Background: an optimization exercise with open tools, aiming at small area. Do not read the settings as production practice. In this exercise RTL edits were held to simulation tests only and were not proved equivalent to the original. No activity file was given, so power comes from the tool's default toggle rates.

Design Median_Finder_9inputs_8bits, start of the top module:
module Median_Finder_9inputs_8bits(
    output wire [7:0] median_pixel,
    output wire       out_valid,
    input  wire [7:0] pixel0, pixel1, pixel2,
    input  wire [7:0] pixel3, pixel4, pixel5,
    input  wire [7:0] pixel6, pixel7, pixel8,
    input  wire       in_valid,
    input  wire       rst,
    input  wire       clk
);
clock: 2.5 ns
lec_check: 0
abc_area: 1
cap_margin: 20
core_margin: 2
core_utilization: 40
cts_buf_list: sky130_fd_sc_hd__clkbuf_8
slew_margin: 20
standard.sh (not shown) runs the stock make flow with config.mk's settings and CLKGATE_MAP_FILE= SYNTH_SCRIPT=/design/flow/synth_recipe.tcl, a recipe that flattens the netlist after the stock synthesis.
==> flow/flow/run.sh <==
#!/bin/bash
# Own layout flow: the standard flow, with two changes:
#  - synthesis maps the logic with the ABC script in flow/abc.script (an
#    area-oriented mapping) instead of ORFS's; the rest of the standard
#    synthesis (synth_recipe.tcl) is unchanged, so registers keep their names;
#  - port buffers are plain buffers (flow/ports.txt names the cell) instead
#    of the default delay cell.
# Each tool's output goes to a log file in the folder this runs in.
set -euo pipefail
W=$PWD
F=$W/flow
sed 's|log_cmd abc {\*}\$abc_args|log_cmd abc {*}[lreplace $abc_args 1 1 '"$F"'/abc.script]|' \
    "$FLOW_HOME/scripts/synth.tcl" > "$W/own_synth_core.tcl"
grep -q "$F/abc.script" "$W/own_synth_core.tcl"
sed "s|source \$::env(SCRIPTS_DIR)/synth.tcl|source $W/own_synth_core.tcl|" \
    "$W/synth_recipe.tcl" > "$W/own_synth.tcl"
grep -q "own_synth_core.tcl" "$W/own_synth.tcl"
bash "$W/standard.sh" "SYNTH_SCRIPT=$W/own_synth.tcl" synth > "$W/own_synth.log" 2>&1
EXTRA=()
while read -r line; do
    [[ -z "$line" || "$line" == \#* ]] || EXTRA+=("$line")
done < "$F/make_vars.txt"
bash "$W/standard.sh" "${EXTRA[@]}" finish > "$W/own_layout.log" 2>&1
==> flow/flow/abc.script <==
strash
dch
map -D 2000
topo
stime -c
buffer -c
upsize -D 2000 -c
dnsize -D 2000 -c
==> flow/flow/make_vars.txt <==
# extra make variables for the layout, one per line
BUFFER_PORTS_ARGS=-buffer_cell sky130_fd_sc_hd__buf_2
The first run went through all stages and came out clean.
Edit:
--- a/flow/flow/run.sh
+++ b/flow/flow/run.sh
@@ -2,6 +2,9 @@
-# Own layout flow: the standard flow, with two changes:
-#  - synthesis maps the logic with the ABC script in flow/abc.script (an
-#    area-oriented mapping) instead of ORFS's; the rest of the standard
-#    synthesis (synth_recipe.tcl) is unchanged, so registers keep their names;
-#  - port buffers are plain buffers (flow/ports.txt names the cell) instead
-#    of the default delay cell.
+# Own layout flow: the standard flow, with these changes:
+#  - synthesis maps the logic with the ABC script in flow/abc.script (a
+#    mapping to a 2 ns delay target with area recovery) instead of ORFS's;
+#    the rest of the standard synthesis (synth_recipe.tcl) is unchanged, so
+#    registers keep their names;
+#  - flow/make_vars.txt adds make variables to the layout steps (one per
+#    line): the cell buffer_ports puts on every port (a small plain buffer
+#    instead of the default delay cell) and the clock tree options (small
+#    clock buffers, no dummy loads).
==> flow/flow/abc.script (replaced) <==
strash
&get -n
&fraig -x
&put
dc2
strash
&get -n
&dch -f
&nf -D 2000
&put
topo
stime -c
buffer -c
upsize -D 2000 -c
dnsize -D 2000 -c
==> flow/flow/make_vars.txt (replaced) <==
# extra make variables for the layout, one per line
BUFFER_PORTS_ARGS=-buffer_cell sky130_fd_sc_hd__buf_1
CTS_ARGS=-sink_clustering_enable -repair_clock_nets -buf_list sky130_fd_sc_hd__clkbuf_4 -dont_use_dummy_load -sink_clustering_size 8
Settings changed: CTS_BUF_LIST sky130_fd_sc_hd__clkbuf_8 to default, GPL_TIMING_DRIVEN from default to 0, SETUP_SLACK_MARGIN from default to 0.05.
After rerunning:
- register-to-register slack stays flat
- wire length falls by 7.0%
- design area falls by 10%
- synthesized area falls by 1.3%
- total power falls by 7.2%
- synthesized cell count falls by 21%
- count of clock-buffer cells in the layout stays the same
- utilization falls by 5.0 points

---

## run 1
Median_Finder_9inputs_8bits again, from the RTL that the note above started with.
Settings: LEC_CHECK=0, ABC_AREA=1, CAP_MARGIN=20, CORE_MARGIN=2, CORE_UTILIZATION=40, CTS_BUF_LIST=sky130_fd_sc_hd__clkbuf_8, GPL_TIMING_DRIVEN=0, SLEW_MARGIN=20; clock period 2.5 ns.
==> flow/flow/run.sh <==
#!/bin/bash
# Own layout flow: the standard flow, with two changes:
#  - synthesis maps the logic with the ABC script in flow/abc.script (an
#    area-oriented mapping) instead of ORFS's; the rest of the standard
#    synthesis (synth_recipe.tcl) is unchanged, so registers keep their names;
#  - port buffers are plain buffers (flow/ports.txt names the cell) instead
#    of the default delay cell.
# Each tool's output goes to a log file in the folder this runs in.
set -euo pipefail
W=$PWD
F=$W/flow
sed 's|log_cmd abc {\*}\$abc_args|log_cmd abc {*}[lreplace $abc_args 1 1 '"$F"'/abc.script]|' \
    "$FLOW_HOME/scripts/synth.tcl" > "$W/own_synth_core.tcl"
grep -q "$F/abc.script" "$W/own_synth_core.tcl"
sed "s|source \$::env(SCRIPTS_DIR)/synth.tcl|source $W/own_synth_core.tcl|" \
    "$W/synth_recipe.tcl" > "$W/own_synth.tcl"
grep -q "own_synth_core.tcl" "$W/own_synth.tcl"
bash "$W/standard.sh" "SYNTH_SCRIPT=$W/own_synth.tcl" synth > "$W/own_synth.log" 2>&1
EXTRA=()
while read -r line; do
    [[ -z "$line" || "$line" == \#* ]] || EXTRA+=("$line")
done < "$F/make_vars.txt"
bash "$W/standard.sh" "${EXTRA[@]}" finish > "$W/own_layout.log" 2>&1
==> flow/flow/abc.script <==
strash
dch
map -D 2000
topo
stime -c
buffer -c
upsize -D 2000 -c
dnsize -D 2000 -c
==> flow/flow/make_vars.txt <==
# extra make variables for the layout, one per line
BUFFER_PORTS_ARGS=-buffer_cell sky130_fd_sc_hd__buf_1
CTS_ARGS=-sink_clustering_enable -repair_clock_nets -buf_list sky130_fd_sc_hd__clkbuf_4 -dont_use_dummy_load -sink_buffer_max_cap_derate 0.7
Input changes introduced in run 2 (baseline for comparison: run 1):
==> flow/flow/make_vars.txt <==
# extra make variables for the layout, one per line
BUFFER_PORTS_ARGS=-buffer_cell sky130_fd_sc_hd__buf_2
Compared run 2 against run 1; length of routed wiring on met1 within noise.
Against run 1, run 2 reports a share of power burned in the clock network that is higher.
Run 2 vs. run 1: post-placement setup slack shows a reduction of 15 ps, count of vias placed by the detailed router went down, number of inserted filler cells in the final layout shows a reduction of about 3.4%, required time at the endpoint of the critical path fell 70 ps.
Count of clock-buffer cells in the layout: run 1 and run 2 compared, higher one is run 2
For run 1, the dominant kind of cell by area was flip-flops and latches, unlike run 2, where it was multi-input combinational cells.
The global-route usage in run 2 was lower than what run 1 gave.
From run 1 to run 2 the numbers moved as follows: setup slack shrank by 48 ps, number of non-clock buffers grew by 1.
diff inputs: run 2 => run 3
diff --git a/flow/flow/run.sh b/flow/flow/run.sh
--- a/flow/flow/run.sh
+++ b/flow/flow/run.sh
@@ -4,6 +4,7 @@
 #    area-oriented mapping) instead of ORFS's; the rest of the standard
 #    synthesis (synth_recipe.tcl) is unchanged, so registers keep their names;
-#  - port buffers are plain buffers (flow/ports.txt names the cell) instead
-#    of the default delay cell.
+#  - flow/make_vars.txt adds make variables to the layout steps (one per
+#    line), here the cell buffer_ports puts on every port: a small plain
+#    buffer instead of the default delay cell.
 # Each tool's output goes to a log file in the folder this runs in.
 set -euo pipefail
==> flow/flow/make_vars.txt <==
# extra make variables for the layout, one per line
BUFFER_PORTS_ARGS=-buffer_cell sky130_fd_sc_hd__buf_1
CTS_ARGS=-sink_clustering_enable -repair_clock_nets -buf_list sky130_fd_sc_hd__clkbuf_4 -dont_use_dummy_load -sink_clustering_size 8
Notes after the runs:
- Relative to run 2, the first-iteration DRC count measured on run 3 has decreased by more than 10%.
- Looking at critical path start-end classification, the reg -> reg result is from run 2; the in -> reg one comes from run 3.
- The wire length of the first global-routing pass number comes out lower for run 2 vs run 3.
- On clock-buffer cell count: run 3 sits below run 2.
- Compared with run 2, multi-input logic area in run 3 decreased slightly.
- Run 2 -> run 3: weighted congestion reported at the end of routability-driven placement flat
- Per the comparison of run 3 with run 2, pre-CTS worst setup slack now sits higher; end-of-flow core utilization now sits lower.
What run 4 does differently from run 3 at the input level:
- CTS_BUF_LIST no longer set, was sky130_fd_sc_hd__clkbuf_8
- GPL_TIMING_DRIVEN no longer set, was 0
diff --git a/flow/flow/run.sh b/flow/flow/run.sh
--- a/flow/flow/run.sh
+++ b/flow/flow/run.sh
@@ -4,7 +4,6 @@
 #    area-oriented mapping) instead of ORFS's; the rest of the standard
 #    synthesis (synth_recipe.tcl) is unchanged, so registers keep their names;
-#  - flow/make_vars.txt adds make variables to the layout steps (one per
-#    line), here the cell buffer_ports puts on every port: a small plain
-#    buffer instead of the default delay cell.
+#  - port buffers are plain buffers (flow/ports.txt names the cell) instead
+#    of the default delay cell.
 # Each tool's output goes to a log file in the folder this runs in.
 set -euo pipefail
==> flow/flow/make_vars.txt <==
# extra make variables for the layout, one per line
BUFFER_PORTS_ARGS=-buffer_cell sky130_fd_sc_hd__buf_2
Notes after the runs:
Taking run 3 as the reference, in run 4 net switching power figure increased by 0.21 mW relative to the old numbers, largest stage delay on the critical path increased by 50 ps relative to the old numbers, combinational gate power decreased by about 0.8% relative to the old numbers.
Between run 3 and run 4, portion of the clock cycle consumed by the worst path in the final layout increased.
Run 3 → run 4: count of clock buffers in the final design moved up; combinational share of power decreased by 8.4 points relative to the old numbers; net total in the final layout now larger.
Core utilization: run 4 higher than run 3
Summary of run 4 over run 3: met3 wire length lost about 13%, total power picked up an extra about 18%.
For run 5, these inputs were changed with respect to run 4:
- setting CTS_BUF_LIST to sky130_fd_sc_hd__clkbuf_8 for the first time
- setting GPL_TIMING_DRIVEN to 0 for the first time
==> flow/flow/make_vars.txt <==
# extra make variables for the layout, one per line
BUFFER_PORTS_ARGS=-buffer_cell sky130_fd_sc_hd__buf_1
CTS_ARGS=-sink_clustering_enable -repair_clock_nets -buf_list sky130_fd_sc_hd__clkbuf_8 -dont_use_dummy_load
- Per the comparison of run 5 with run 4, area added between synthesis and finish down 13 points; sequential cell area share up 4.0 points; register-to-register slack flat.
- Run 5 gives less wire length the detailed router placed on met1 than run 4 did.

---

Setup of xenon:
Starting RTL as in the previous note.
==> flow/config.mk <==
export PLATFORM = sky130hd
export DESIGN_NAME = Median_Finder_9inputs_8bits
export DESIGN_NICKNAME = Median_Finder_9inputs_8bits
export VERILOG_FILES = /design/flow/design.v
export SDC_FILE = /design/flow/constraint.sdc
export NUM_CORES = 4
export LEC_CHECK = 0
export ABC_AREA = 1
export CAP_MARGIN = 20
export CORE_MARGIN = 2
export CORE_UTILIZATION = 40
export CTS_BUF_LIST = sky130_fd_sc_hd__clkbuf_8
export GPL_TIMING_DRIVEN = 0
export SLEW_MARGIN = 20
==> flow/constraint.sdc <==
create_clock -name core_clock -period 2.5 [get_ports {clk}]
set_input_delay 0.5000 -clock core_clock [delete_from_list [all_inputs] [get_ports {clk}]]
set_output_delay 0.5000 -clock core_clock [all_outputs]
set_load 0.01 [all_outputs]
==> flow/flow/run.sh <==
#!/bin/bash
# Own layout flow: the standard flow, with two changes:
#  - synthesis maps the logic with the ABC script in flow/abc.script (an
#    area-oriented mapping) instead of ORFS's; the rest of the standard
#    synthesis (synth_recipe.tcl) is unchanged, so registers keep their names;
#  - port buffers are plain buffers (flow/ports.txt names the cell) instead
#    of the default delay cell.
# Each tool's output goes to a log file in the folder this runs in.
set -euo pipefail
W=$PWD
F=$W/flow
sed 's|log_cmd abc {\*}\$abc_args|log_cmd abc {*}[lreplace $abc_args 1 1 '"$F"'/abc.script]|' \
    "$FLOW_HOME/scripts/synth.tcl" > "$W/own_synth_core.tcl"
grep -q "$F/abc.script" "$W/own_synth_core.tcl"
sed "s|source \$::env(SCRIPTS_DIR)/synth.tcl|source $W/own_synth_core.tcl|" \
    "$W/synth_recipe.tcl" > "$W/own_synth.tcl"
grep -q "own_synth_core.tcl" "$W/own_synth.tcl"
bash "$W/standard.sh" "SYNTH_SCRIPT=$W/own_synth.tcl" synth > "$W/own_synth.log" 2>&1
EXTRA=()
while read -r line; do
    [[ -z "$line" || "$line" == \#* ]] || EXTRA+=("$line")
done < "$F/make_vars.txt"
bash "$W/standard.sh" "${EXTRA[@]}" finish > "$W/own_layout.log" 2>&1
==> flow/flow/make_vars.txt <==
# extra make variables for the layout, one per line
BUFFER_PORTS_ARGS=-buffer_cell sky130_fd_sc_hd__buf_1
CTS_ARGS=-sink_clustering_enable -repair_clock_nets -buf_list sky130_fd_sc_hd__clkbuf_4 -dont_use_dummy_load -sink_clustering_size 8
Scripts as last shown in full above: flow/flow/abc.script
xenon went all the way through synthesis, placement and routing and the layout is clean on timing, DRC and antenna.
[inputs] pepper vs xenon
Settings: changing CORE_UTILIZATION from 40 to 60.
==> flow/flow/make_vars.txt <==
# extra make variables for the layout, one per line
BUFFER_PORTS_ARGS=-buffer_cell sky130_fd_sc_hd__buf_1
--- outcome ---
Compared with xenon, in pepper maximum vdd drop rose by 0.35 mV; relative contribution of combinational cells to total power saw a decrease.
| global-route met3 utilization | pepper vs xenon | 2.8 points higher |
Reported for xenon and pepper, average cell area after synthesis turned out identical to the last digit.
In pepper the multi-input combinational cell area turned out about 0.4% lower than in xenon.
Endpoint of the worst setup timing path = xr2_8[2]: pepper; endpoint of the worst setup timing path = xr1_3[1]: xenon
Of pepper and xenon, it is pepper that has the higher area fraction of clock buffers and clock inverters.
xenon → pepper: layout-stage area growth over the synthesis result now sits higher, via count picked up an extra 176, global route total overflow level.
Via count of the first global-routing pass: pepper vs xenon — no meaningful difference
Inputs modified between pepper and ember:
Settings: removing CTS_BUF_LIST (formerly sky130_fd_sc_hd__clkbuf_8); setting SETUP_SLACK_MARGIN to -0.1 for the first time; changing CORE_UTILIZATION from 60 to 40.
==> flow/flow/make_vars.txt <==
# extra make variables for the layout, one per line
BUFFER_PORTS_ARGS=-buffer_cell sky130_fd_sc_hd__buf_1
CTS_ARGS=-sink_clustering_enable -repair_clock_nets -buf_list sky130_fd_sc_hd__clkbuf_4 -dont_use_dummy_load -sink_clustering_size 8
[summary]
STATUS run=ember STAGES=ALL_DONE FINAL_CHECKS=FAILED CAUSE=setup timing
Multi-input combinational area share: pepper and ember compared, higher one is ember
The global-route total usage across every layer number comes out lower for ember vs pepper.
Compared pepper against ember; global-route wire length before repair within noise.
ember vs pepper, termination of the worst setup path: xr1_8[3] vs xr2_8[2]
ember reports its kind of critical path as input pin to flip-flop while pepper reports flip-flop to flip-flop.
Comparing the two runs side by side, ember comes out behind pepper on maximum frequency from static timing analysis.
Per the comparison of ember with pepper, number of rows created at floorplan saw an increase; worst hold slack went down 0.081 ns; overall power after layout has decreased.
--- input diff ember..garnet ---
Settings: SETUP_SLACK_MARGIN: -0.1 -> unset; CTS_BUF_LIST: unset -> sky130_fd_sc_hd__clkbuf_8.
==> flow/flow/make_vars.txt <==
# extra make variables for the layout, one per line
BUFFER_PORTS_ARGS=-buffer_cell sky130_fd_sc_hd__buf_1
CTS_ARGS=-sink_clustering_enable -repair_clock_nets -buf_list sky130_fd_sc_hd__clkbuf_4 -dont_use_dummy_load -sink_clustering_size 6
Findings:
Re die width: no difference whatsoever between garnet and ember. The worst relative slew slack number comes out lower for ember vs garnet. Via count of the first global-routing pass for garnet: about 0.36% up relative to ember. Compared with ember, global-route wire length before repair in garnet increased slightly. Delay of the slowest cell on the worst path: garnet vs ember down 0.13 ns. Higher final critical-path setup slack goes to garnet over ember. garnet vs ember: fmax up in garnet. Of ember and garnet, the lower cell area after layout belongs to ember. garnet finished all stages; the layout is clean. Diff ember -> garnet | overall power after layout | up slightly. [diff] worst hold slack, garnet relative to ember: improvement. In garnet, the peak ir drop on the vdd network came out 2.6% below the value in ember.

## afterwards: timing with drivers on the ports
Ports are ideal in the flow. The routed layouts listed here were re-timed in OpenROAD. Step 1, drivers: a clkbuf_16 drives clk and a buf_2 each remaining input, both assumed. Step 2 adds t to the input delays and takes it off the output delays; t is the mean of the earliest and latest rising clock arrival at the registers after step 1. Input paths then give back, and output paths get back, about the clock's delay inside the block. Slacks: ideal ports / drivers / drivers and shift; pairs: ideal ports / drivers.
| run | t (ns) | setup slack, ns | worst hold slack (ns) | latest minus earliest clock arrival (ns) | pins driven straight from the clock port |
|---|---|---|---|---|---|
| the first run of note 1 | 0.473 | 0.143 / 0.143 / -0.105 | 0.232 / 0.225 / 0.331 | 0.015 / 0.015 | 1 |
| the second run of note 1 | 0.551 | 0.137 / 0.137 / -0.390 | 0.136 / 0.134 / 0.333 | 0.039 / 0.039 | 1 |
| run 1 | 0.521 | 0.167 / 0.178 / -0.343 | 0.164 / 0.153 / 0.323 | 0.051 / 0.052 | 1 |
| run 2 | 0.465 | 0.120 / 0.120 / -0.316 | 0.242 / 0.236 / 0.331 | 0.011 / 0.012 | 1 |
| run 3 | 0.521 | 0.167 / 0.178 / -0.343 | 0.164 / 0.153 / 0.323 | 0.051 / 0.052 | 1 |
| run 4 | 0.454 | 0.142 / 0.142 / -0.129 | 0.261 / 0.252 / 0.325 | 0.009 / 0.010 | 1 |
| run 5 | 0.457 | 0.113 / 0.125 / -0.332 | 0.245 / 0.233 / 0.324 | 0.039 / 0.039 | 1 |
| xenon | 0.521 | 0.167 / 0.178 / -0.343 | 0.164 / 0.153 / 0.323 | 0.051 / 0.052 | 1 |
| pepper | 0.459 | 0.086 / 0.086 / -0.301 | 0.240 / 0.224 / 0.328 | 0.015 / 0.015 | 1 |
| ember | 0.522 | -0.068 / -0.058 / -0.580 | 0.159 / 0.149 / 0.325 | 0.055 / 0.055 | 1 |
| garnet | 0.521 | 0.167 / 0.178 / -0.343 | 0.164 / 0.153 / 0.323 | 0.051 / 0.052 | 1 |
Met with ideal ports but missed after step 2: setup timing in 10 of these runs. For the second run of note 1, which loses most, drivers alone change the setup slack by 0.000 ns; drivers and shift together by -0.527 ns.
